What follows belongs to an exercise in optimizing a design on an open flow for small area and a short achievable clock period; a production flow would make more cautious choices. No run shown here included a check of the RTL's function; only the layout flow was run. Power and IR drop assume default switching activity.

### flow/run.sh
#!/bin/bash
# synth_recipe.tcl (not shown) runs the flow's synth.tcl, then flattens the netlist and writes it again
# the make line also repeats each setting of config.mk as NAME=value (left out here)
make -C /OpenROAD-flow-scripts/flow DESIGN_CONFIG=/design/flow/config.mk WORK_HOME=/design/flow/orfs CLKGATE_MAP_FILE= SYNTH_SCRIPT=/design/flow/synth_recipe.tcl finish
### flow/config.mk
export PLATFORM = sky130hd
export DESIGN_NAME = SCPU
export DESIGN_NICKNAME = SCPU
export VERILOG_FILES = /design/flow/design.v
export SDC_FILE = /design/flow/constraint.sdc
export NUM_CORES = 4
export LEC_CHECK = 0
export CAP_MARGIN = 20
export CORE_MARGIN = 2
export CORE_UTILIZATION = 40
export SLEW_MARGIN = 20
### flow/constraint.sdc
create_clock -name core_clock -period 6.8 [get_ports {clk}]
set_input_delay 1.3600 -clock core_clock [delete_from_list [all_inputs] [get_ports {clk}]]
set_output_delay 1.3600 -clock core_clock [all_outputs]
set_load 0.01 [all_outputs]
### flow/design.v
module SCPU(
    clk, rst_n, in_valid, instruction, MEM_out,
    busy, out_valid,
    out0, out1, out2, out3, out4, out5, out6, out7,
    out8, out9, out10, out11, out12, out13, out14, out15,
    WEN, ADDR, MEM_in
);
input clk, rst_n, in_valid;
input [18:0] instruction;
input signed [15:0] MEM_out;
output busy;
output reg out_valid;
output reg signed [15:0] out0, out1, out2, out3, out4, out5, out6, out7,
                         out8, out9, out10, out11, out12, out13, out14, out15;
output reg WEN;
output signed [15:0] MEM_in;
output reg [12:0] ADDR;
assign busy = 1'b0;
wire [15:0] rf [0:15];
assign rf[0] = out0;
assign rf[1] = out1;
assign rf[2] = out2;
assign rf[3] = out3;
assign rf[4] = out4;
assign rf[5] = out5;
assign rf[6] = out6;
assign rf[7] = out7;
assign rf[8] = out8;
assign rf[9] = out9;
assign rf[10] = out10;
assign rf[11] = out11;
assign rf[12] = out12;
assign rf[13] = out13;
assign rf[14] = out14;
assign rf[15] = out15;
reg v1;
reg [18:0] i1;
always @(posedge clk or negedge rst_n)
    if (!rst_n) v1 <= 1'b0; else v1 <= in_valid;
always @(posedge clk) i1 <= instruction;
reg v2;
reg [2:0] op2;
reg [3:0] rs2, rt2;
reg [7:0] imm2;
always @(posedge clk or negedge rst_n)
    if (!rst_n) v2 <= 1'b0; else v2 <= v1;
always @(posedge clk) begin
    op2  <= i1[18:16];
    rs2  <= i1[15:12];
    rt2  <= i1[11:8];
    imm2 <= i1[7:0];
end
wire [15:0] rs_val = rf[rs2];
wire [15:0] rt_val = rf[rt2];
wire imm_op2 = (op2 == 3'b011) | (op2 == 3'b100);       
wire [15:0] b_val = imm_op2 ? {{8{imm2[7]}}, imm2} : rt_val;
wire [12:0] addr_n = rs_val[12:0] + {5'd0, imm2};
wire dst_rt2 = imm_op2 | (op2 == 3'b110);
wire [3:0] d_n = dst_rt2 ? rt2 : imm2[7:4];
reg v3;
reg [2:0] op3;
reg [3:0] d3, l3;
reg [15:0] A3, B3;
always @(posedge clk or negedge rst_n)
    if (!rst_n) begin
        v3 <= 1'b0;
        WEN <= 1'b1;
    end else begin
        v3 <= v2;
        WEN <= ~(v2 & (op2 == 3'b101));
    end
always @(posedge clk) begin
    op3 <= op2;
    d3 <= d_n;
    l3 <= imm2[3:0];
    A3 <= rs_val;
    B3 <= b_val;
    ADDR <= addr_n;
end
assign MEM_in = B3;
wire is_rr3 = (op3 == 3'b000);
wire sub3 = (is_rr3 & (l3 == 4'd4)) | (op3 == 3'b100) | (op3 == 3'b111);
wire [15:0] sum3 = A3 + (sub3 ? ~B3 : B3) + {15'd0, sub3};
wire eq3 = (A3 == B3);
wire lt3 = (A3[15] ^ B3[15]) ? A3[15] : sum3[15];
reg [15:0] alu3;
always @(*) begin
    case (op3)
        3'b000: case (l3[1:0])
                    2'd0: alu3 = l3[2] ? sum3 : (A3 & B3);
                    2'd1: alu3 = A3 | B3;
                    2'd2: alu3 = A3 ^ B3;
                    default: alu3 = sum3;
                endcase
        3'b010: alu3 = {15'd0, eq3};
        3'b111: alu3 = {15'd0, lt3};
        default: alu3 = sum3;
    endcase
end
wire wrd_n = v3 & (is_rr3 ? (l3 < 4'd5) : (op3 != 3'b101));
wire wrl_n = v3 & ((op3 == 3'b001) | (op3 == 3'b010) | (op3 == 3'b111));
wire m_0 = B3[1];
wire m_1 = B3[0] ^ 1'b0;
wire m_2 = (B3[1] & ~B3[0] & ~1'b0) | (~B3[1] & B3[0] & 1'b0);
wire m_3 = ((m_1 & A3[0]) | (m_2 & 1'b0)) ^ m_0;
wire m_4 = ((m_1 & A3[1]) | (m_2 & A3[0])) ^ m_0;
wire m_5 = ((m_1 & A3[2]) | (m_2 & A3[1])) ^ m_0;
wire m_6 = ((m_1 & A3[3]) | (m_2 & A3[2])) ^ m_0;
wire m_7 = ((m_1 & A3[4]) | (m_2 & A3[3])) ^ m_0;
wire m_8 = ((m_1 & A3[5]) | (m_2 & A3[4])) ^ m_0;
wire m_9 = ((m_1 & A3[6]) | (m_2 & A3[5])) ^ m_0;
wire m_10 = ((m_1 & A3[7]) | (m_2 & A3[6])) ^ m_0;
wire m_11 = ((m_1 & A3[8]) | (m_2 & A3[7])) ^ m_0;
wire m_12 = ((m_1 & A3[9]) | (m_2 & A3[8])) ^ m_0;
wire m_13 = ((m_1 & A3[10]) | (m_2 & A3[9])) ^ m_0;
wire m_14 = ((m_1 & A3[11]) | (m_2 & A3[10])) ^ m_0;
wire m_15 = ((m_1 & A3[12]) | (m_2 & A3[11])) ^ m_0;
wire m_16 = ((m_1 & A3[13]) | (m_2 & A3[12])) ^ m_0;
wire m_17 = ((m_1 & A3[14]) | (m_2 & A3[13])) ^ m_0;
wire m_18 = ((m_1 & A3[15]) | (m_2 & A3[14])) ^ m_0;
wire m_19 = ~(((m_1 & A3[15]) | (m_2 & A3[15])) ^ m_0);
wire m_20 = B3[3];
wire m_21 = B3[2] ^ B3[1];
wire m_22 = (B3[3] & ~B3[2] & ~B3[1]) | (~B3[3] & B3[2] & B3[1]);
wire m_23 = ((m_21 & A3[0]) | (m_22 & 1'b0)) ^ m_20;
wire m_24 = ((m_21 & A3[1]) | (m_22 & A3[0])) ^ m_20;
wire m_25 = ((m_21 & A3[2]) | (m_22 & A3[1])) ^ m_20;
wire m_26 = ((m_21 & A3[3]) | (m_22 & A3[2])) ^ m_20;
wire m_27 = ((m_21 & A3[4]) | (m_22 & A3[3])) ^ m_20;
wire m_28 = ((m_21 & A3[5]) | (m_22 & A3[4])) ^ m_20;
wire m_29 = ((m_21 & A3[6]) | (m_22 & A3[5])) ^ m_20;
wire m_30 = ((m_21 & A3[7]) | (m_22 & A3[6])) ^ m_20;
wire m_31 = ((m_21 & A3[8]) | (m_22 & A3[7])) ^ m_20;
wire m_32 = ((m_21 & A3[9]) | (m_22 & A3[8])) ^ m_20;
wire m_33 = ((m_21 & A3[10]) | (m_22 & A3[9])) ^ m_20;
wire m_34 = ((m_21 & A3[11]) | (m_22 & A3[10])) ^ m_20;
wire m_35 = ((m_21 & A3[12]) | (m_22 & A3[11])) ^ m_20;
wire m_36 = ((m_21 & A3[13]) | (m_22 & A3[12])) ^ m_20;
wire m_37 = ((m_21 & A3[14]) | (m_22 & A3[13])) ^ m_20;
wire m_38 = ((m_21 & A3[15]) | (m_22 & A3[14])) ^ m_20;
wire m_39 = ~(((m_21 & A3[15]) | (m_22 & A3[15])) ^ m_20);
wire m_40 = B3[5];
wire m_41 = B3[4] ^ B3[3];
wire m_42 = (B3[5] & ~B3[4] & ~B3[3]) | (~B3[5] & B3[4] & B3[3]);
wire m_43 = ((m_41 & A3[0]) | (m_42 & 1'b0)) ^ m_40;
wire m_44 = ((m_41 & A3[1]) | (m_42 & A3[0])) ^ m_40;
wire m_45 = ((m_41 & A3[2]) | (m_42 & A3[1])) ^ m_40;
wire m_46 = ((m_41 & A3[3]) | (m_42 & A3[2])) ^ m_40;
wire m_47 = ((m_41 & A3[4]) | (m_42 & A3[3])) ^ m_40;
wire m_48 = ((m_41 & A3[5]) | (m_42 & A3[4])) ^ m_40;
wire m_49 = ((m_41 & A3[6]) | (m_42 & A3[5])) ^ m_40;
wire m_50 = ((m_41 & A3[7]) | (m_42 & A3[6])) ^ m_40;
wire m_51 = ((m_41 & A3[8]) | (m_42 & A3[7])) ^ m_40;
wire m_52 = ((m_41 & A3[9]) | (m_42 & A3[8])) ^ m_40;
wire m_53 = ((m_41 & A3[10]) | (m_42 & A3[9])) ^ m_40;
wire m_54 = ((m_41 & A3[11]) | (m_42 & A3[10])) ^ m_40;
wire m_55 = ((m_41 & A3[12]) | (m_42 & A3[11])) ^ m_40;
wire m_56 = ((m_41 & A3[13]) | (m_42 & A3[12])) ^ m_40;
wire m_57 = ((m_41 & A3[14]) | (m_42 & A3[13])) ^ m_40;
wire m_58 = ((m_41 & A3[15]) | (m_42 & A3[14])) ^ m_40;
wire m_59 = ~(((m_41 & A3[15]) | (m_42 & A3[15])) ^ m_40);
wire m_60 = B3[7];
wire m_61 = B3[6] ^ B3[5];
wire m_62 = (B3[7] & ~B3[6] & ~B3[5]) | (~B3[7] & B3[6] & B3[5]);
wire m_63 = ((m_61 & A3[0]) | (m_62 & 1'b0)) ^ m_60;
wire m_64 = ((m_61 & A3[1]) | (m_62 & A3[0])) ^ m_60;
wire m_65 = ((m_61 & A3[2]) | (m_62 & A3[1])) ^ m_60;
wire m_66 = ((m_61 & A3[3]) | (m_62 & A3[2])) ^ m_60;
wire m_67 = ((m_61 & A3[4]) | (m_62 & A3[3])) ^ m_60;
wire m_68 = ((m_61 & A3[5]) | (m_62 & A3[4])) ^ m_60;
wire m_69 = ((m_61 & A3[6]) | (m_62 & A3[5])) ^ m_60;
wire m_70 = ((m_61 & A3[7]) | (m_62 & A3[6])) ^ m_60;
wire m_71 = ((m_61 & A3[8]) | (m_62 & A3[7])) ^ m_60;
wire m_72 = ((m_61 & A3[9]) | (m_62 & A3[8])) ^ m_60;
wire m_73 = ((m_61 & A3[10]) | (m_62 & A3[9])) ^ m_60;
wire m_74 = ((m_61 & A3[11]) | (m_62 & A3[10])) ^ m_60;
wire m_75 = ((m_61 & A3[12]) | (m_62 & A3[11])) ^ m_60;
wire m_76 = ((m_61 & A3[13]) | (m_62 & A3[12])) ^ m_60;
wire m_77 = ((m_61 & A3[14]) | (m_62 & A3[13])) ^ m_60;
wire m_78 = ((m_61 & A3[15]) | (m_62 & A3[14])) ^ m_60;
wire m_79 = ~(((m_61 & A3[15]) | (m_62 & A3[15])) ^ m_60);
wire m_80 = B3[9];
wire m_81 = B3[8] ^ B3[7];
wire m_82 = (B3[9] & ~B3[8] & ~B3[7]) | (~B3[9] & B3[8] & B3[7]);
wire m_83 = ((m_81 & A3[0]) | (m_82 & 1'b0)) ^ m_80;
wire m_84 = ((m_81 & A3[1]) | (m_82 & A3[0])) ^ m_80;
wire m_85 = ((m_81 & A3[2]) | (m_82 & A3[1])) ^ m_80;
wire m_86 = ((m_81 & A3[3]) | (m_82 & A3[2])) ^ m_80;
wire m_87 = ((m_81 & A3[4]) | (m_82 & A3[3])) ^ m_80;
wire m_88 = ((m_81 & A3[5]) | (m_82 & A3[4])) ^ m_80;
wire m_89 = ((m_81 & A3[6]) | (m_82 & A3[5])) ^ m_80;
wire m_90 = ((m_81 & A3[7]) | (m_82 & A3[6])) ^ m_80;
wire m_91 = ((m_81 & A3[8]) | (m_82 & A3[7])) ^ m_80;
wire m_92 = ((m_81 & A3[9]) | (m_82 & A3[8])) ^ m_80;
wire m_93 = ((m_81 & A3[10]) | (m_82 & A3[9])) ^ m_80;
wire m_94 = ((m_81 & A3[11]) | (m_82 & A3[10])) ^ m_80;
wire m_95 = ((m_81 & A3[12]) | (m_82 & A3[11])) ^ m_80;
wire m_96 = ((m_81 & A3[13]) | (m_82 & A3[12])) ^ m_80;
wire m_97 = ((m_81 & A3[14]) | (m_82 & A3[13])) ^ m_80;
wire m_98 = ((m_81 & A3[15]) | (m_82 & A3[14])) ^ m_80;
wire m_99 = ~(((m_81 & A3[15]) | (m_82 & A3[15])) ^ m_80);
wire m_100 = B3[11];
wire m_101 = B3[10] ^ B3[9];
wire m_102 = (B3[11] & ~B3[10] & ~B3[9]) | (~B3[11] & B3[10] & B3[9]);
wire m_103 = ((m_101 & A3[0]) | (m_102 & 1'b0)) ^ m_100;
wire m_104 = ((m_101 & A3[1]) | (m_102 & A3[0])) ^ m_100;
wire m_105 = ((m_101 & A3[2]) | (m_102 & A3[1])) ^ m_100;
wire m_106 = ((m_101 & A3[3]) | (m_102 & A3[2])) ^ m_100;
wire m_107 = ((m_101 & A3[4]) | (m_102 & A3[3])) ^ m_100;
wire m_108 = ((m_101 & A3[5]) | (m_102 & A3[4])) ^ m_100;
wire m_109 = ((m_101 & A3[6]) | (m_102 & A3[5])) ^ m_100;
wire m_110 = ((m_101 & A3[7]) | (m_102 & A3[6])) ^ m_100;
wire m_111 = ((m_101 & A3[8]) | (m_102 & A3[7])) ^ m_100;
wire m_112 = ((m_101 & A3[9]) | (m_102 & A3[8])) ^ m_100;
wire m_113 = ((m_101 & A3[10]) | (m_102 & A3[9])) ^ m_100;
wire m_114 = ((m_101 & A3[11]) | (m_102 & A3[10])) ^ m_100;
wire m_115 = ((m_101 & A3[12]) | (m_102 & A3[11])) ^ m_100;
wire m_116 = ((m_101 & A3[13]) | (m_102 & A3[12])) ^ m_100;
wire m_117 = ((m_101 & A3[14]) | (m_102 & A3[13])) ^ m_100;
wire m_118 = ((m_101 & A3[15]) | (m_102 & A3[14])) ^ m_100;
wire m_119 = ~(((m_101 & A3[15]) | (m_102 & A3[15])) ^ m_100);
wire m_120 = B3[13];
wire m_121 = B3[12] ^ B3[11];
wire m_122 = (B3[13] & ~B3[12] & ~B3[11]) | (~B3[13] & B3[12] & B3[11]);
wire m_123 = ((m_121 & A3[0]) | (m_122 & 1'b0)) ^ m_120;
wire m_124 = ((m_121 & A3[1]) | (m_122 & A3[0])) ^ m_120;
wire m_125 = ((m_121 & A3[2]) | (m_122 & A3[1])) ^ m_120;
wire m_126 = ((m_121 & A3[3]) | (m_122 & A3[2])) ^ m_120;
wire m_127 = ((m_121 & A3[4]) | (m_122 & A3[3])) ^ m_120;
wire m_128 = ((m_121 & A3[5]) | (m_122 & A3[4])) ^ m_120;
wire m_129 = ((m_121 & A3[6]) | (m_122 & A3[5])) ^ m_120;
wire m_130 = ((m_121 & A3[7]) | (m_122 & A3[6])) ^ m_120;
wire m_131 = ((m_121 & A3[8]) | (m_122 & A3[7])) ^ m_120;
wire m_132 = ((m_121 & A3[9]) | (m_122 & A3[8])) ^ m_120;
wire m_133 = ((m_121 & A3[10]) | (m_122 & A3[9])) ^ m_120;
wire m_134 = ((m_121 & A3[11]) | (m_122 & A3[10])) ^ m_120;
wire m_135 = ((m_121 & A3[12]) | (m_122 & A3[11])) ^ m_120;
wire m_136 = ((m_121 & A3[13]) | (m_122 & A3[12])) ^ m_120;
wire m_137 = ((m_121 & A3[14]) | (m_122 & A3[13])) ^ m_120;
wire m_138 = ((m_121 & A3[15]) | (m_122 & A3[14])) ^ m_120;
wire m_139 = ~(((m_121 & A3[15]) | (m_122 & A3[15])) ^ m_120);
wire m_140 = B3[15];
wire m_141 = B3[14] ^ B3[13];
wire m_142 = (B3[15] & ~B3[14] & ~B3[13]) | (~B3[15] & B3[14] & B3[13]);
wire m_143 = ((m_141 & A3[0]) | (m_142 & 1'b0)) ^ m_140;
wire m_144 = ((m_141 & A3[1]) | (m_142 & A3[0])) ^ m_140;
wire m_145 = ((m_141 & A3[2]) | (m_142 & A3[1])) ^ m_140;
wire m_146 = ((m_141 & A3[3]) | (m_142 & A3[2])) ^ m_140;
wire m_147 = ((m_141 & A3[4]) | (m_142 & A3[3])) ^ m_140;
wire m_148 = ((m_141 & A3[5]) | (m_142 & A3[4])) ^ m_140;
wire m_149 = ((m_141 & A3[6]) | (m_142 & A3[5])) ^ m_140;
wire m_150 = ((m_141 & A3[7]) | (m_142 & A3[6])) ^ m_140;
wire m_151 = ((m_141 & A3[8]) | (m_142 & A3[7])) ^ m_140;
wire m_152 = ((m_141 & A3[9]) | (m_142 & A3[8])) ^ m_140;
wire m_153 = ((m_141 & A3[10]) | (m_142 & A3[9])) ^ m_140;
wire m_154 = ((m_141 & A3[11]) | (m_142 & A3[10])) ^ m_140;
wire m_155 = ((m_141 & A3[12]) | (m_142 & A3[11])) ^ m_140;
wire m_156 = ((m_141 & A3[13]) | (m_142 & A3[12])) ^ m_140;
wire m_157 = ((m_141 & A3[14]) | (m_142 & A3[13])) ^ m_140;
wire m_158 = ((m_141 & A3[15]) | (m_142 & A3[14])) ^ m_140;
wire m_159 = ~(((m_141 & A3[15]) | (m_142 & A3[15])) ^ m_140);
wire m_160 = m_100 ^ m_103;
wire m_161 = m_100 & m_103;
wire m_162 = m_104 ^ m_86;
wire m_163 = m_104 & m_86;
wire m_164 = m_120 ^ m_123 ^ m_105;
wire m_165 = (m_120 & m_123) | (m_105 & (m_120 ^ m_123));
wire m_166 = m_87 ^ m_69;
wire m_167 = m_87 & m_69;
wire m_168 = m_124 ^ m_106 ^ m_88;
wire m_169 = (m_124 & m_106) | (m_88 & (m_124 ^ m_106));
wire m_170 = m_70 ^ m_52;
wire m_171 = m_70 & m_52;
wire m_172 = m_140 ^ m_143 ^ m_125;
wire m_173 = (m_140 & m_143) | (m_125 & (m_140 ^ m_143));
wire m_174 = m_107 ^ m_89 ^ m_71;
wire m_175 = (m_107 & m_89) | (m_71 & (m_107 ^ m_89));
wire m_176 = m_53 ^ m_35;
wire m_177 = m_53 & m_35;
wire m_178 = m_144 ^ m_126 ^ m_108;
wire m_179 = (m_144 & m_126) | (m_108 & (m_144 ^ m_126));
wire m_180 = m_90 ^ m_72 ^ m_54;
wire m_181 = (m_90 & m_72) | (m_54 & (m_90 ^ m_72));
wire m_182 = m_36 ^ m_18;
wire m_183 = m_36 & m_18;
wire m_184 = m_145 ^ m_127 ^ m_109;
wire m_185 = (m_145 & m_127) | (m_109 & (m_145 ^ m_127));
wire m_186 = m_91 ^ m_73 ^ m_55;
wire m_187 = (m_91 & m_73) | (m_55 & (m_91 ^ m_73));
wire m_188 = m_37 ^ m_19 ^ 1'b1;
wire m_189 = (m_37 & m_19) | (1'b1 & (m_37 ^ m_19));
wire m_190 = m_146 ^ m_128 ^ m_110;
wire m_191 = (m_146 & m_128) | (m_110 & (m_146 ^ m_128));
wire m_192 = m_92 ^ m_74 ^ m_56;
wire m_193 = (m_92 & m_74) | (m_56 & (m_92 ^ m_74));
wire m_194 = m_38 ^ 1'b1;
wire m_195 = m_38 & 1'b1;
wire m_196 = m_147 ^ m_129 ^ m_111;
wire m_197 = (m_147 & m_129) | (m_111 & (m_147 ^ m_129));
wire m_198 = m_93 ^ m_75 ^ m_57;
wire m_199 = (m_93 & m_75) | (m_57 & (m_93 ^ m_75));
wire m_200 = m_148 ^ m_130 ^ m_112;
wire m_201 = (m_148 & m_130) | (m_112 & (m_148 ^ m_130));
wire m_202 = m_94 ^ m_76;
wire m_203 = m_94 & m_76;
wire m_204 = m_149 ^ m_131 ^ m_113;
wire m_205 = (m_149 & m_131) | (m_113 & (m_149 ^ m_131));
wire m_206 = m_150 ^ m_132;
wire m_207 = m_150 & m_132;
wire m_208 = m_60 ^ m_63;
wire m_209 = m_60 & m_63;
wire m_210 = m_64 ^ m_46;
wire m_211 = m_64 & m_46;
wire m_212 = m_80 ^ m_83 ^ m_65;
wire m_213 = (m_80 & m_83) | (m_65 & (m_80 ^ m_83));
wire m_214 = m_47 ^ m_29;
wire m_215 = m_47 & m_29;
wire m_216 = m_84 ^ m_66 ^ m_48;
wire m_217 = (m_84 & m_66) | (m_48 & (m_84 ^ m_66));
wire m_218 = m_30 ^ m_12;
wire m_219 = m_30 & m_12;
wire m_220 = m_160 ^ m_85 ^ m_67;
wire m_221 = (m_160 & m_85) | (m_67 & (m_160 ^ m_85));
wire m_222 = m_49 ^ m_31 ^ m_13;
wire m_223 = (m_49 & m_31) | (m_13 & (m_49 ^ m_31));
wire m_224 = m_161 ^ m_162 ^ m_68;
wire m_225 = (m_161 & m_162) | (m_68 & (m_161 ^ m_162));
wire m_226 = m_50 ^ m_32 ^ m_14;
wire m_227 = (m_50 & m_32) | (m_14 & (m_50 ^ m_32));
wire m_228 = m_163 ^ m_166 ^ m_164;
wire m_229 = (m_163 & m_166) | (m_164 & (m_163 ^ m_166));
wire m_230 = m_51 ^ m_33 ^ m_15;
wire m_231 = (m_51 & m_33) | (m_15 & (m_51 ^ m_33));
wire m_232 = m_167 ^ m_165 ^ m_170;
wire m_233 = (m_167 & m_165) | (m_170 & (m_167 ^ m_165));
wire m_234 = m_168 ^ m_34 ^ m_16;
wire m_235 = (m_168 & m_34) | (m_16 & (m_168 ^ m_34));
wire m_236 = m_171 ^ m_169 ^ m_176;
wire m_237 = (m_171 & m_169) | (m_176 & (m_171 ^ m_169));
wire m_238 = m_174 ^ m_172 ^ m_17;
wire m_239 = (m_174 & m_172) | (m_17 & (m_174 ^ m_172));
wire m_240 = m_177 ^ m_175 ^ m_173;
wire m_241 = (m_177 & m_175) | (m_173 & (m_177 ^ m_175));
wire m_242 = m_182 ^ m_180 ^ m_178;
wire m_243 = (m_182 & m_180) | (m_178 & (m_182 ^ m_180));
wire m_244 = m_183 ^ m_181 ^ m_179;
wire m_245 = (m_183 & m_181) | (m_179 & (m_183 ^ m_181));
wire m_246 = m_188 ^ m_186 ^ m_184;
wire m_247 = (m_188 & m_186) | (m_184 & (m_188 ^ m_186));
wire m_248 = m_189 ^ m_187 ^ m_185;
wire m_249 = (m_189 & m_187) | (m_185 & (m_189 ^ m_187));
wire m_250 = m_194 ^ m_192 ^ m_190;
wire m_251 = (m_194 & m_192) | (m_190 & (m_194 ^ m_192));
wire m_252 = m_195 ^ m_193 ^ m_191;
wire m_253 = (m_195 & m_193) | (m_191 & (m_195 ^ m_193));
wire m_254 = m_198 ^ m_196 ^ m_39;
wire m_255 = (m_198 & m_196) | (m_39 & (m_198 ^ m_196));
wire m_256 = m_199 ^ m_197 ^ m_202;
wire m_257 = (m_199 & m_197) | (m_202 & (m_199 ^ m_197));
wire m_258 = m_200 ^ m_58 ^ 1'b1;
wire m_259 = (m_200 & m_58) | (1'b1 & (m_200 ^ m_58));
wire m_260 = m_203 ^ m_201 ^ m_204;
wire m_261 = (m_203 & m_201) | (m_204 & (m_203 ^ m_201));
wire m_262 = m_95 ^ m_77 ^ m_59;
wire m_263 = (m_95 & m_77) | (m_59 & (m_95 ^ m_77));
wire m_264 = m_205 ^ m_206 ^ m_114;
wire m_265 = (m_205 & m_206) | (m_114 & (m_205 ^ m_206));
wire m_266 = m_96 ^ m_78 ^ 1'b1;
wire m_267 = (m_96 & m_78) | (1'b1 & (m_96 ^ m_78));
wire m_268 = m_207 ^ m_151 ^ m_133;
wire m_269 = (m_207 & m_151) | (m_133 & (m_207 ^ m_151));
wire m_270 = m_115 ^ m_97 ^ m_79;
wire m_271 = (m_115 & m_97) | (m_79 & (m_115 ^ m_97));
wire m_272 = m_152 ^ m_134 ^ m_116;
wire m_273 = (m_152 & m_134) | (m_116 & (m_152 ^ m_134));
wire m_274 = m_98 ^ 1'b1;
wire m_275 = m_98 & 1'b1;
wire m_276 = m_153 ^ m_135 ^ m_117;
wire m_277 = (m_153 & m_135) | (m_117 & (m_153 ^ m_135));
wire m_278 = m_154 ^ m_136;
wire m_279 = m_154 & m_136;
wire m_280 = m_40 ^ m_43;
wire m_281 = m_40 & m_43;
wire m_282 = m_44 ^ m_26;
wire m_283 = m_44 & m_26;
wire m_284 = m_208 ^ m_45 ^ m_27;
wire m_285 = (m_208 & m_45) | (m_27 & (m_208 ^ m_45));
wire m_286 = m_209 ^ m_210 ^ m_28;
wire m_287 = (m_209 & m_210) | (m_28 & (m_209 ^ m_210));
wire m_288 = m_211 ^ m_214 ^ m_212;
wire m_289 = (m_211 & m_214) | (m_212 & (m_211 ^ m_214));
wire m_290 = m_215 ^ m_213 ^ m_218;
wire m_291 = (m_215 & m_213) | (m_218 & (m_215 ^ m_213));
wire m_292 = m_219 ^ m_217 ^ m_222;
wire m_293 = (m_219 & m_217) | (m_222 & (m_219 ^ m_217));
wire m_294 = m_223 ^ m_221 ^ m_226;
wire m_295 = (m_223 & m_221) | (m_226 & (m_223 ^ m_221));
wire m_296 = m_227 ^ m_225 ^ m_230;
wire m_297 = (m_227 & m_225) | (m_230 & (m_227 ^ m_225));
wire m_298 = m_231 ^ m_229 ^ m_234;
wire m_299 = (m_231 & m_229) | (m_234 & (m_231 ^ m_229));
wire m_300 = m_235 ^ m_233 ^ m_238;
wire m_301 = (m_235 & m_233) | (m_238 & (m_235 ^ m_233));
wire m_302 = m_239 ^ m_237 ^ m_242;
wire m_303 = (m_239 & m_237) | (m_242 & (m_239 ^ m_237));
wire m_304 = m_243 ^ m_241 ^ m_246;
wire m_305 = (m_243 & m_241) | (m_246 & (m_243 ^ m_241));
wire m_306 = m_247 ^ m_245 ^ m_250;
wire m_307 = (m_247 & m_245) | (m_250 & (m_247 ^ m_245));
wire m_308 = m_251 ^ m_249 ^ m_254;
wire m_309 = (m_251 & m_249) | (m_254 & (m_251 ^ m_249));
wire m_310 = m_255 ^ m_253 ^ m_258;
wire m_311 = (m_255 & m_253) | (m_258 & (m_255 ^ m_253));
wire m_312 = m_259 ^ m_257 ^ m_262;
wire m_313 = (m_259 & m_257) | (m_262 & (m_259 ^ m_257));
wire m_314 = m_263 ^ m_261 ^ m_266;
wire m_315 = (m_263 & m_261) | (m_266 & (m_263 ^ m_261));
wire m_316 = m_267 ^ m_265 ^ m_270;
wire m_317 = (m_267 & m_265) | (m_270 & (m_267 ^ m_265));
wire m_318 = m_271 ^ m_269 ^ m_274;
wire m_319 = (m_271 & m_269) | (m_274 & (m_271 ^ m_269));
wire m_320 = m_275 ^ m_273 ^ m_276;
wire m_321 = (m_275 & m_273) | (m_276 & (m_275 ^ m_273));
wire m_322 = m_277 ^ m_278 ^ m_118;
wire m_323 = (m_277 & m_278) | (m_118 & (m_277 ^ m_278));
wire m_324 = m_279 ^ m_155 ^ m_137;
wire m_325 = (m_279 & m_155) | (m_137 & (m_279 ^ m_155));
wire m_326 = m_156 ^ m_138;
wire m_327 = m_156 & m_138;
reg v4, wrd4, wrl4;
reg mul4, ld4;
reg [3:0] d4, l4;
reg [15:0] alu4;
always @(posedge clk or negedge rst_n)
    if (!rst_n) begin
        v4 <= 1'b0; wrd4 <= 1'b0; wrl4 <= 1'b0;
    end else begin
        v4 <= v3; wrd4 <= wrd_n; wrl4 <= wrl_n;
    end
always @(posedge clk) begin
    mul4 <= (op3 == 3'b001);
    ld4 <= (op3 == 3'b110);
    d4 <= d3;
    l4 <= l3;
    alu4 <= alu3;
end
reg mq_0, mq_1, mq_2, mq_3, mq_4, mq_5, mq_6, mq_7, mq_8, mq_9, mq_10, mq_11, mq_12, mq_13, mq_14, mq_15, mq_16, mq_17, mq_18, mq_19, mq_20, mq_21, mq_22, mq_23, mq_24, mq_25, mq_26, mq_27, mq_28, mq_29, mq_30, mq_31, mq_32, mq_33, mq_34, mq_35, mq_36, mq_37, mq_38, mq_39, mq_40, mq_41, mq_42, mq_43, mq_44, mq_45, mq_46, mq_47, mq_48, mq_49, mq_50, mq_51, mq_52, mq_53, mq_54, mq_55, mq_56, mq_57, mq_58, mq_59, mq_60, mq_61, mq_62, mq_63, mq_64, mq_65, mq_66, mq_67, mq_68, mq_69, mq_70, mq_71, mq_72, mq_73, mq_74, mq_75, mq_76, mq_77, mq_78, mq_79, mq_80, mq_81, mq_82;
always @(posedge clk) begin
    mq_0 <= m_3;
    mq_1 <= m_0;
    mq_2 <= m_4;
    mq_3 <= m_5;
    mq_4 <= m_23;
    mq_5 <= m_20;
    mq_6 <= m_6;
    mq_7 <= m_24;
    mq_8 <= m_7;
    mq_9 <= m_25;
    mq_10 <= m_280;
    mq_11 <= m_8;
    mq_12 <= m_282;
    mq_13 <= m_281;
    mq_14 <= m_9;
    mq_15 <= m_284;
    mq_16 <= m_283;
    mq_17 <= m_10;
    mq_18 <= m_286;
    mq_19 <= m_285;
    mq_20 <= m_11;
    mq_21 <= m_288;
    mq_22 <= m_287;
    mq_23 <= m_216;
    mq_24 <= m_290;
    mq_25 <= m_289;
    mq_26 <= m_220;
    mq_27 <= m_292;
    mq_28 <= m_291;
    mq_29 <= m_224;
    mq_30 <= m_294;
    mq_31 <= m_293;
    mq_32 <= m_228;
    mq_33 <= m_296;
    mq_34 <= m_295;
    mq_35 <= m_232;
    mq_36 <= m_298;
    mq_37 <= m_297;
    mq_38 <= m_236;
    mq_39 <= m_300;
    mq_40 <= m_299;
    mq_41 <= m_240;
    mq_42 <= m_302;
    mq_43 <= m_301;
    mq_44 <= m_244;
    mq_45 <= m_304;
    mq_46 <= m_303;
    mq_47 <= m_248;
    mq_48 <= m_306;
    mq_49 <= m_305;
    mq_50 <= m_252;
    mq_51 <= m_308;
    mq_52 <= m_307;
    mq_53 <= m_256;
    mq_54 <= m_310;
    mq_55 <= m_309;
    mq_56 <= m_260;
    mq_57 <= m_312;
    mq_58 <= m_311;
    mq_59 <= m_264;
    mq_60 <= m_314;
    mq_61 <= m_313;
    mq_62 <= m_268;
    mq_63 <= m_316;
    mq_64 <= m_315;
    mq_65 <= m_272;
    mq_66 <= m_318;
    mq_67 <= m_317;
    mq_68 <= m_99;
    mq_69 <= m_320;
    mq_70 <= m_319;
    mq_71 <= m_322;
    mq_72 <= m_321;
    mq_73 <= m_119;
    mq_74 <= m_324;
    mq_75 <= m_323;
    mq_76 <= m_326;
    mq_77 <= m_325;
    mq_78 <= m_139;
    mq_79 <= m_157;
    mq_80 <= m_327;
    mq_81 <= m_158;
    mq_82 <= m_159;
end
wire m_328 = mq_5 ^ mq_4;
wire m_329 = mq_5 & mq_4;
wire m_330 = mq_7 ^ mq_6;
wire m_331 = mq_7 & mq_6;
wire m_332 = mq_10 ^ mq_9 ^ mq_8;
wire m_333 = (mq_10 & mq_9) | (mq_8 & (mq_10 ^ mq_9));
wire m_334 = mq_13 ^ mq_12 ^ mq_11;
wire m_335 = (mq_13 & mq_12) | (mq_11 & (mq_13 ^ mq_12));
wire m_336 = mq_16 ^ mq_15 ^ mq_14;
wire m_337 = (mq_16 & mq_15) | (mq_14 & (mq_16 ^ mq_15));
wire m_338 = mq_19 ^ mq_18 ^ mq_17;
wire m_339 = (mq_19 & mq_18) | (mq_17 & (mq_19 ^ mq_18));
wire m_340 = mq_22 ^ mq_21 ^ mq_20;
wire m_341 = (mq_22 & mq_21) | (mq_20 & (mq_22 ^ mq_21));
wire m_342 = mq_25 ^ mq_24 ^ mq_23;
wire m_343 = (mq_25 & mq_24) | (mq_23 & (mq_25 ^ mq_24));
wire m_344 = mq_28 ^ mq_27 ^ mq_26;
wire m_345 = (mq_28 & mq_27) | (mq_26 & (mq_28 ^ mq_27));
wire m_346 = mq_31 ^ mq_30 ^ mq_29;
wire m_347 = (mq_31 & mq_30) | (mq_29 & (mq_31 ^ mq_30));
wire m_348 = mq_34 ^ mq_33 ^ mq_32;
wire m_349 = (mq_34 & mq_33) | (mq_32 & (mq_34 ^ mq_33));
wire m_350 = mq_37 ^ mq_36 ^ mq_35;
wire m_351 = (mq_37 & mq_36) | (mq_35 & (mq_37 ^ mq_36));
wire m_352 = mq_40 ^ mq_39 ^ mq_38;
wire m_353 = (mq_40 & mq_39) | (mq_38 & (mq_40 ^ mq_39));
wire m_354 = mq_43 ^ mq_42 ^ mq_41;
wire m_355 = (mq_43 & mq_42) | (mq_41 & (mq_43 ^ mq_42));
wire m_356 = mq_46 ^ mq_45 ^ mq_44;
wire m_357 = (mq_46 & mq_45) | (mq_44 & (mq_46 ^ mq_45));
wire m_358 = mq_49 ^ mq_48 ^ mq_47;
wire m_359 = (mq_49 & mq_48) | (mq_47 & (mq_49 ^ mq_48));
wire m_360 = mq_52 ^ mq_51 ^ mq_50;
wire m_361 = (mq_52 & mq_51) | (mq_50 & (mq_52 ^ mq_51));
wire m_362 = mq_55 ^ mq_54 ^ mq_53;
wire m_363 = (mq_55 & mq_54) | (mq_53 & (mq_55 ^ mq_54));
wire m_364 = mq_58 ^ mq_57 ^ mq_56;
wire m_365 = (mq_58 & mq_57) | (mq_56 & (mq_58 ^ mq_57));
wire m_366 = mq_61 ^ mq_60 ^ mq_59;
wire m_367 = (mq_61 & mq_60) | (mq_59 & (mq_61 ^ mq_60));
wire m_368 = mq_64 ^ mq_63 ^ mq_62;
wire m_369 = (mq_64 & mq_63) | (mq_62 & (mq_64 ^ mq_63));
wire m_370 = mq_67 ^ mq_66 ^ mq_65;
wire m_371 = (mq_67 & mq_66) | (mq_65 & (mq_67 ^ mq_66));
wire m_372 = mq_70 ^ mq_69 ^ mq_68;
wire m_373 = (mq_70 & mq_69) | (mq_68 & (mq_70 ^ mq_69));
wire m_374 = mq_72 ^ mq_71 ^ 1'b1;
wire m_375 = (mq_72 & mq_71) | (1'b1 & (mq_72 ^ mq_71));
wire m_376 = mq_75 ^ mq_74 ^ mq_73;
wire m_377 = (mq_75 & mq_74) | (mq_73 & (mq_75 ^ mq_74));
wire m_378 = mq_77 ^ mq_76 ^ 1'b1;
wire m_379 = (mq_77 & mq_76) | (1'b1 & (mq_77 ^ mq_76));
wire m_380 = mq_80 ^ mq_79 ^ mq_78;
wire m_381 = (mq_80 & mq_79) | (mq_78 & (mq_80 ^ mq_79));
wire m_382 = mq_81 ^ 1'b1;
wire m_383 = mq_81 & 1'b1;
wire [31:0] mrow0 = {1'b1, mq_82, m_382, m_380, m_378, m_376, m_374, m_372, m_370, m_368, m_366, m_364, m_362, m_360, m_358, m_356, m_354, m_352, m_350, m_348, m_346, m_344, m_342, m_340, m_338, m_336, m_334, m_332, m_330, mq_3, mq_2, mq_0};
wire [31:0] mrow1 = {1'b0, m_383, m_381, m_379, m_377, m_375, m_373, m_371, m_369, m_367, m_365, m_363, m_361, m_359, m_357, m_355, m_353, m_351, m_349, m_347, m_345, m_343, m_341, m_339, m_337, m_335, m_333, m_331, m_329, m_328, 1'b0, mq_1};
wire [31:0] prod4 = mrow0 + mrow1;
wire [15:0] resd_n = ld4 ? MEM_out : (mul4 ? prod4[31:16] : alu4);
wire [15:0] resl_n = mul4 ? prod4[15:0] : {15'd0, ~alu4[0]};
reg v5, wrd5, wrl5;
reg [3:0] d5, l5;
reg [15:0] resd5, resl5;
always @(posedge clk or negedge rst_n)
    if (!rst_n) begin
        v5 <= 1'b0; wrd5 <= 1'b0; wrl5 <= 1'b0;
    end else begin
        v5 <= v4; wrd5 <= wrd4; wrl5 <= wrl4;
    end
always @(posedge clk) begin
    d5 <= d4;
    l5 <= l4;
    resd5 <= resd_n;
    resl5 <= resl_n;
end
always @(posedge clk or negedge rst_n)
    if (!rst_n) out_valid <= 1'b0; else out_valid <= v5;
always @(posedge clk or negedge rst_n)
    if (!rst_n) out0 <= 16'd0;
    else if (wrl5 && l5 == 4'd0) out0 <= resl5;
    else if (wrd5 && d5 == 4'd0) out0 <= resd5;
always @(posedge clk or negedge rst_n)
    if (!rst_n) out1 <= 16'd0;
    else if (wrl5 && l5 == 4'd1) out1 <= resl5;
    else if (wrd5 && d5 == 4'd1) out1 <= resd5;
always @(posedge clk or negedge rst_n)
    if (!rst_n) out2 <= 16'd0;
    else if (wrl5 && l5 == 4'd2) out2 <= resl5;
    else if (wrd5 && d5 == 4'd2) out2 <= resd5;
always @(posedge clk or negedge rst_n)
    if (!rst_n) out3 <= 16'd0;
    else if (wrl5 && l5 == 4'd3) out3 <= resl5;
    else if (wrd5 && d5 == 4'd3) out3 <= resd5;
always @(posedge clk or negedge rst_n)
    if (!rst_n) out4 <= 16'd0;
    else if (wrl5 && l5 == 4'd4) out4 <= resl5;
    else if (wrd5 && d5 == 4'd4) out4 <= resd5;
always @(posedge clk or negedge rst_n)
    if (!rst_n) out5 <= 16'd0;
    else if (wrl5 && l5 == 4'd5) out5 <= resl5;
    else if (wrd5 && d5 == 4'd5) out5 <= resd5;
always @(posedge clk or negedge rst_n)
    if (!rst_n) out6 <= 16'd0;
    else if (wrl5 && l5 == 4'd6) out6 <= resl5;
    else if (wrd5 && d5 == 4'd6) out6 <= resd5;
always @(posedge clk or negedge rst_n)
    if (!rst_n) out7 <= 16'd0;
    else if (wrl5 && l5 == 4'd7) out7 <= resl5;
    else if (wrd5 && d5 == 4'd7) out7 <= resd5;
always @(posedge clk or negedge rst_n)
    if (!rst_n) out8 <= 16'd0;
    else if (wrl5 && l5 == 4'd8) out8 <= resl5;
    else if (wrd5 && d5 == 4'd8) out8 <= resd5;
always @(posedge clk or negedge rst_n)
    if (!rst_n) out9 <= 16'd0;
    else if (wrl5 && l5 == 4'd9) out9 <= resl5;
    else if (wrd5 && d5 == 4'd9) out9 <= resd5;
always @(posedge clk or negedge rst_n)
    if (!rst_n) out10 <= 16'd0;
    else if (wrl5 && l5 == 4'd10) out10 <= resl5;
    else if (wrd5 && d5 == 4'd10) out10 <= resd5;
always @(posedge clk or negedge rst_n)
    if (!rst_n) out11 <= 16'd0;
    else if (wrl5 && l5 == 4'd11) out11 <= resl5;
    else if (wrd5 && d5 == 4'd11) out11 <= resd5;
always @(posedge clk or negedge rst_n)
    if (!rst_n) out12 <= 16'd0;
    else if (wrl5 && l5 == 4'd12) out12 <= resl5;
    else if (wrd5 && d5 == 4'd12) out12 <= resd5;
always @(posedge clk or negedge rst_n)
    if (!rst_n) out13 <= 16'd0;
    else if (wrl5 && l5 == 4'd13) out13 <= resl5;
    else if (wrd5 && d5 == 4'd13) out13 <= resd5;
always @(posedge clk or negedge rst_n)
    if (!rst_n) out14 <= 16'd0;
    else if (wrl5 && l5 == 4'd14) out14 <= resl5;
    else if (wrd5 && d5 == 4'd14) out14 <= resd5;
always @(posedge clk or negedge rst_n)
    if (!rst_n) out15 <= 16'd0;
    else if (wrl5 && l5 == 4'd15) out15 <= resl5;
    else if (wrd5 && d5 == 4'd15) out15 <= resd5;
endmodule
==> results.yml, run 1 <==
run_status:
  status: "no timing/DRC/antenna violations"
clocking:
  clock_sinks: 510
  root_buffer: "clkbuf_16"
  cts_tree: "done"
  ctsHoldBuffers: 0
  htreeDepth: 2
  clock_path_buffers: 3
  clkTransAtPathRegs_ns: 0.06
  post_cts_buffers: 0
  cts_buffers: 57
  post_cts_resized: 0
  clkLatencyLatePin_ns: 0.65
sta:
  slew_headroom_pct: 26.5
  rsz0062_at_grt: "no"
  drv_slew: 0
  clock_skew_ns: 0.0359
  setup_viol: 0
  hold_viol_final: 0
  period_minus_slack_ns: 4.28
  fmax_ghz: 0.234
  tightest_slew_ns: 1.10
  period_share_pct: 62.9
  final.setup.tns_ns: 0
route:
  via_count: 30900
  drcViolationCount: 0
  drt_iter0_markers: 4015
  drtAntennaViolNets: 0
  via_per_inst: 6.34
  drt-total-wl_um: 154000
  routedWlPerCell_um: 31.5
  dr.pass1.iters: 7
global_routing:
  track_usage_pct: 36.9
  grt_pass1_vias: 28300
  antenna_found_initial: 4
  grt_max_degree: 152
  overflow: 0
  grt_pass1_wl_um: 217000
yosys:
  ys_seq_area_share_pct: 36.7
  async_reset_ff_share_pct: 52.4
  synth_ff_type: "dfrtp_1"
  syn_area_per_cell_sq_um: 8.61
  ys_ff_latch: 510
  synth-edff-count: 0
  synth_fp_nets: 3891
  yosys_warnings: 1
  synth_cells: 3656
  syn-cell-area_sq_um: 31500
  synth.distinct_cells: 84
worst_hold_path:
  hp-class: "reg2reg"
  hold_start: "i1[8]"
power:
  p_clk_share_pct: 15.0
  power_frac_comb_pct: 52.6
  power_uw: 22200
  sequentialPowerShare_pct: 32.4
  leakage_uw: 0.0157
  ir_drop_v: 0.000285
  p_switching_uw: 10900
  p_sw_share_pct: 49.0
  cellPowerDensity_nw_per_um2: 591
  p_int_uw: 11300
finish:
  drive_gt1_share_pct: 7.12
  final_common_cell: "nor2_1"
  syn2layout_area_growth_pct: 19.4
  layout_common_cells: "405 x nor2_1, 390 x a21oi_1, 323 x clkdlybuf4s50_1"
  nets: 4019
  finalNonFillerCells: 4874
setup_path:
  path_class: "reg2reg"
  start_kind: "flop"
  critPathRequiredTime_ns: 7.35
  cp_max_fo: 11
  end_kind: "flop"
  crit_path_start: "rs2[1]"
  worstReg2RegStart: "rs2[1]"
  arrival_ns: 4.83
floorplan:
  dieWidth_um: 285
  die_height_um: 285
  start_util_pct: 40.5
  row_count: 102
  dieArea_sq_um: 81000
  core_area_sq_um: 77700
  ios: 326
place:
  dpl.cell_count: 4765
  port_buffers: 324
  routabilityCongestion: 1.03
  dp_hpwl_um: 110000
run:
  maxCapViolations: 0
[cell type report]
cell class                 instances  area (sq um)
tap                             1040          1300
timing repair buffer             428          4040
inverter                         130           488
clock buffer                      80          1630
clock inverter                    27           362
multi-input combinational       2657         18200
sequential                       510         11600
antenna                            2          5.00
fill                            7280         40100
[cell usage after synthesis, drive strengths merged, types with 5 or more instances]
| cell | n | area, sq um |
|---|---|---|
| and3 | 5 | 31.3 |
| o22a | 13 | 114 |
| fa | 85 | 1700 |
| a22oi | 219 | 1640 |
| o22ai | 108 | 676 |
| xor2 | 24 | 210 |
| dfrtp | 266 | 6660 |
| o211ai | 26 | 195 |
| o21bai | 5 | 37.5 |
| buf | 57 | 263 |
| o221ai | 14 | 123 |
| mux2 | 7 | 78.8 |
| nand4 | 36 | 225 |
| a31oi | 10 | 68.8 |
| ha | 112 | 1400 |
| a211oi | 18 | 140 |
| xnor2 | 47 | 412 |
| nor4 | 8 | 65.1 |
| a21oi | 390 | 1950 |
| or3 | 7 | 43.8 |
| o21ai | 266 | 1340 |
| clkbuf | 302 | 1130 |
| nor3 | 32 | 160 |
| nor3b | 9 | 67.6 |
| mux2i | 262 | 2620 |
| a21o | 14 | 105 |
| nand2 | 235 | 882 |
| a221oi | 72 | 648 |
| nand3 | 59 | 295 |
| o21a | 16 | 120 |
| nor2b | 10 | 62.6 |
| inv | 127 | 477 |
| dfxtp | 243 | 4860 |
| and2 | 21 | 131 |
| a22o | 28 | 245 |
| nand2b | 33 | 206 |
| nor2 | 414 | 1550 |
[logic make-up after synthesis]
group / synth area share, %
compound gates: 24.5
other cells: 0.0119
buf+inv: 5.99
flops: 36.7
xor+xnor: 1.98
mux: 8.65
simple gates: 12.3
fa+ha+maj: 9.89
[worst max-delay path: stages (launching register included)]
cell and delay, ns:
dfxtp_1 0.61, nand2b_1 0.20, nor2_1 0.67, buf_4 0.34, a22oi_1 0.09, nand4_1 0.14
o22a_1 0.18, ha_1 0.18, inv_1 0.06, fa_1 0.43, nor2b_1 0.12, o21ai_0 0.10
a21boi_0 0.25, o21a_1 0.16, o21ai_0 0.08, nand2b_1 0.08, a21o_1 0.17, and3_1 0.19
xor2_1 0.13
[metal layers]
layer  track usage (%)  wire length [um]  vias to the layer above
met1              47.9             60500                    15000
met4              18.8              9420                        2
met3              7.67             14700                      460
met2              58.1             69100                     2047
li1                  -                 -                    13400
met5                 0                10                        -
[final timing paths]
| kind | end | depth (start not counted) | slack [ns] |
|---|---|---|---|
| worst max register to register | ADDR[12] | 18 | 2.52 |
| max in group asynchronous | out9[10] | 2 | 4.74 |
| worst min register to register | rt2[0] | 0 | 0.33 |
| min in group asynchronous | out14[1] | 1 | 0.65 |
| worst max-delay path | ADDR[12] | 18 | 2.52 |
| worst min-delay path | rt2[0] | 0 | 0.33 |
[per-stage QoR]
stage               hold slack, ns  setup WS [ns]  utilization, %  area [sq um]
floorplan                    0.310           3.21               -         31500
global placement             0.311           2.67            45.8         35600
detailed placement           0.312           2.58            45.8         35600
CTS                          0.325           2.54            48.3         37600
global route                 0.328           2.18            48.3         37600
finish                       0.326           2.52            48.3         37600
[power groups by stage]
stage	Clock [uW]	Sequential, uW	Combinational [uW]
global route	3470	7160	12800
floorplan	0	5590	7310
detailed placement	0	7060	11500
finish	3340	7190	11700
CTS	3350	7020	11600
global placement	0	7100	11400
[flip-flops by register name (all words and copies together) (netlist names), 16 cells and up]
register  flops
A3           16
B3           16
alu4         16
i1           19
out0         16
out1         16
out10        16
out11        16
out12        16
out13        16
out14        16
out15        16
out2         16
out3         16
out4         16
out5         16
out6         16
out7         16
out8         16
out9         16
resd5        16
resl5        16
==> run 2: changes to the inputs <==
--- a/flow/config.mk
+++ b/flow/config.mk
@@ -5,7 +5,9 @@
 export SDC_FILE = /design/flow/constraint.sdc
 export NUM_CORES = 4
 export LEC_CHECK = 0
+export ABC_CLOCK_PERIOD_IN_PS = 2800
 export CAP_MARGIN = 20
 export CORE_MARGIN = 2
 export CORE_UTILIZATION = 40
+export SETUP_SLACK_MARGIN = 4.0
 export SLEW_MARGIN = 20
==> run 2 against run 1 <==
Compared with the run above:
- largest cell class unchanged
- setup slack improved by 0.93 ns
- highest routed layer unchanged
- first-iteration DRC count increased by 19%
- combinational power increased by 39%
- sequential power decreased by 8.8%
- still clean
- die area unchanged
- cell count increased by 8.7%
- via count increased by 9.7%
- synthesized cell count unchanged
==> results.yml, run 2 <==
run_status:
  status: "no timing/DRC/antenna violations"
clocking:
  clock_path_buffers: 3
  root_buffer: "clkbuf_16"
  cts_buffers: 56
  htreeDepth: 2
  clock_sinks: 510
  clkLatencyLatePin_ns: 0.66
  cts_tree: "done"
  clkTransAtPathRegs_ns: 0.07
sta:
  slew_headroom_pct: 22.5
  period_share_pct: 49.2
  hold_viol_final: 0
  fmax_ghz: 0.299
  rsz0062_at_grt: "yes"
  drv_slew: 0
  setup_viol: 0
  clock_skew_ns: 0.0499
  period_minus_slack_ns: 3.34
  tightest_slew_ns: 1.16
  whs_ns: 0.319
  final.setup.tns_ns: 0
floorplan:
  ios: 326
  start_util_pct: 40.5
  core_area_sq_um: 77700
  row_count: 102
  dieWidth_um: 285
  dieArea_sq_um: 81000
  die_height_um: 285
finish:
  nets: 4444
  layout_common_cells: "403 x buf_4, 386 x nor2_1, 362 x a21oi_1"
  largest_reg_flops: 19
  drive_gt1_share_pct: 29.2
  syn2layout_area_growth_pct: 39.6
  regMostFlops: "i1"
  final_common_cell: "buf_4"
power:
  power_frac_comb_pct: 62.6
  p_switching_uw: 12600
  p_sw_share_pct: 48.2
  power_uw: 26100
  cellPowerDensity_nw_per_um2: 594
  ir_drop_v: 0.000386
  p_int_uw: 13500
  leakage_uw: 0.0191
  sequentialPowerShare_pct: 25.2
  p_clk_share_pct: 12.2
yosys:
  synth_fp_nets: 3891
  synth_top_area_share_pct: 21.1
  synth.most_common_cell: "nor2_1"
  yosys_warnings: 1
  ys_seq_area_share_pct: 36.7
  synth-edff-count: 0
  async_reset_ff_share_pct: 52.4
  synth.distinct_cells: 84
  syn_area_per_cell_sq_um: 8.61
  synth_top_area_cell: "dfrtp_1"
  ys_ff_latch: 510
  synth_common_cells: "414 x nor2_1, 390 x a21oi_1, 302 x clkbuf_1"
  syn-cell-area_sq_um: 31500
  synth_area_leaders: "dfrtp_1 21%, dfxtp_1 15%, mux2i_1 8.3%"
  synth_ff_type: "dfrtp_1"
  synth_cells: 3656
route:
  routedWlPerCell_um: 31.1
  drt_iter0_markers: 4782
  via_per_inst: 6.39
  dr.pass1.iters: 9
  via_count: 33900
  drcViolationCount: 0
  drt-total-wl_um: 165000
  drtAntennaViolNets: 0
place:
  dp_hpwl_um: 104000
  port_buffers: 324
  routabilityCongestion: 1.01
setup_path:
  path_class: "reg2reg"
  timing.critical_path.cells: "nand2b_4 -> nor3_2 -> buf_6 -> a22o_1 -> a221oi_2 -> nand3_1 -> o22a_2 -> ha_4 -> inv_2 -> fa_2 -> nor2b_1 -> o21ai_1 -> a21boi_2 -> o21a_1 -> o21ai_2 -> nand2b_1 -> a21o_1 -> and3_4 -> xor2_1"
  end_kind: "flop"
  cp_slowest_cell: "dfxtp_4"
  critPathTopFamily: "compound AO/OA/AOI/OAI gates"
  critical_path_buf_inv_count: 2
  critPathRequiredTime_ns: 7.31
  arrival_ns: 3.85
  slowest_delay_ns: 0.38
  cp_max_fo: 7
  start_kind: "flop"
global_routing:
  track_usage_pct: 38.1
  antenna_found_initial: 13
  overflow: 0
  grt_pass1_vias: 30600
  grt_pass1_wl_um: 226000
  grt_max_degree: 118
run:
  maxCapViolations: 0
worst_hold_path:
  hp-class: "reg2reg"
==> run 2: cell counts after synthesis <==
No cell type changed its count.
==> run 2: kinds of logic after synthesis <==
group | Yosys count | share of synthesized area, %
AO/OA/AOI/OAI | 1232 | 24.5
AND/OR/NAND/NOR | 885 | 12.3
other | 1 | 0.0119
XOR/XNOR | 71 | 1.98
adder cells (fa/ha/maj) | 198 | 9.89
multiplexers | 270 | 8.65
flip-flops | 510 | 36.7
buffers and inverters | 489 | 5.99
==> run 2: path summary, 6_finish.rpt <==
path | startpoint | end | slack [ns] | depth (start not counted)
setup / recovery | rs2[2] | ADDR[12] | 3.46 | 19
hold / removal | l4[2] | l5[2] | 0.32 | 0
setup reg to reg | rs2[2] | ADDR[12] | 3.46 | 19
hold reg to reg | l4[2] | l5[2] | 0.32 | 0
max in group asynchronous | rst_n | out11[10] | 4.71 | 2
min in group asynchronous | rst_n | out2[5] | 0.72 | 1
==> run 2: worst reg2reg max path: stages (launching register included) <==
cell and delay, ns:
dfxtp_4 0.38, nand2b_4 0.17, nor3_2 0.05, buf_6 0.14
a22o_1 0.23, a221oi_2 0.18, nand3_1 0.11, o22a_2 0.29
ha_4 0.19, inv_2 0.05, fa_2 0.19, nor2b_1 0.05
o21ai_1 0.21, a21boi_2 0.09, o21a_1 0.22, o21ai_2 0.12
nand2b_1 0.07, a21o_1 0.20, and3_4 0.16, xor2_1 0.13
==> run 2: per-stage QoR <==
step | worst slack [ns] | utilization, % | instance area (sq um) | std cells
after floorplan | 3.73 | - | 32000 | 3656
after global placement | 2.91 | 45.9 | 35700 | 4751
after detailed placement | 2.79 | 45.9 | 35700 | 4751
after CTS | 3.53 | 53.7 | 41800 | 5189
after global routing | 3.33 | 56.5 | 43900 | 5295
final | 3.46 | 56.6 | 44000 | 5300
==> run 2: area by class of cell <==
type                    count  area [sq um]
fillers                  6746         33800
diodes                      5          12.5
well taps                1040          1300
multi-input cells        2661         20100
flip-flops and latches    510         12000
repair buffers            850          8180
clock inverters            25           324
clock buffers              79          1560
inverters                 130           520
==> run 2: what timing repair did <==
action / in CTS / in global routing
resized for setup: 874 / 266
hold buffers: 0 / 0
cloned: 18 / 13
pin swaps: 92 / 131
endpoints found under the setup margin: 382 / 96
setup buffers: 316 / 93
==> run 2: layer usage <==
| metal | vias to the layer above | GRT usage (%) | wire [um] |
|---|---|---|---|
| met3 | 708 | 9.36 | 18800 |
| met1 | 16400 | 49.2 | 62600 |
| met5 | - | 0 | 85 |
| met4 | 14 | 20.3 | 12300 |
| met2 | 2559 | 58.7 | 71200 |
| li1 | 14200 | - | - |
==> run 2: power by group through the flow <==
stage	sequential [uW]	clock [uW]	combinational, uW
floorplan	5600	0	7530
global placement	6900	0	11500
detailed placement	6890	0	11600
CTS	6390	3200	14200
global route	6570	3320	17400
finish	6560	3190	16300

## port drivers added, routing unchanged
The results above use ideal ports. As a check the final layouts listed here were re-extracted and re-timed, cells and wires unchanged.
Step 1 assumes that a clkbuf_16 drives the clock port and a buf_2 every other input.
Step 2 moves the port delays by t, midway between the first and last clock arrival at a register: inputs arrive t later, outputs are due t later. That takes back most of the time a late clock gives input paths.
Slacks: ideal ports / drivers / drivers and shift; pairs: ideal ports / drivers.
run | t, ns | setup WS [ns] | slew at the worst register clock pin (ns) | worst data-port slew with drivers (ns)
run 1 | 0.705 | 2.525 / 2.525 / 2.525 | 0.08 / 0.08 | 0.07
run 2 | 0.709 | 3.456 / 3.456 / 3.456 | 0.07 / 0.07 | 0.07
After both steps setup and hold are still met in every run listed.
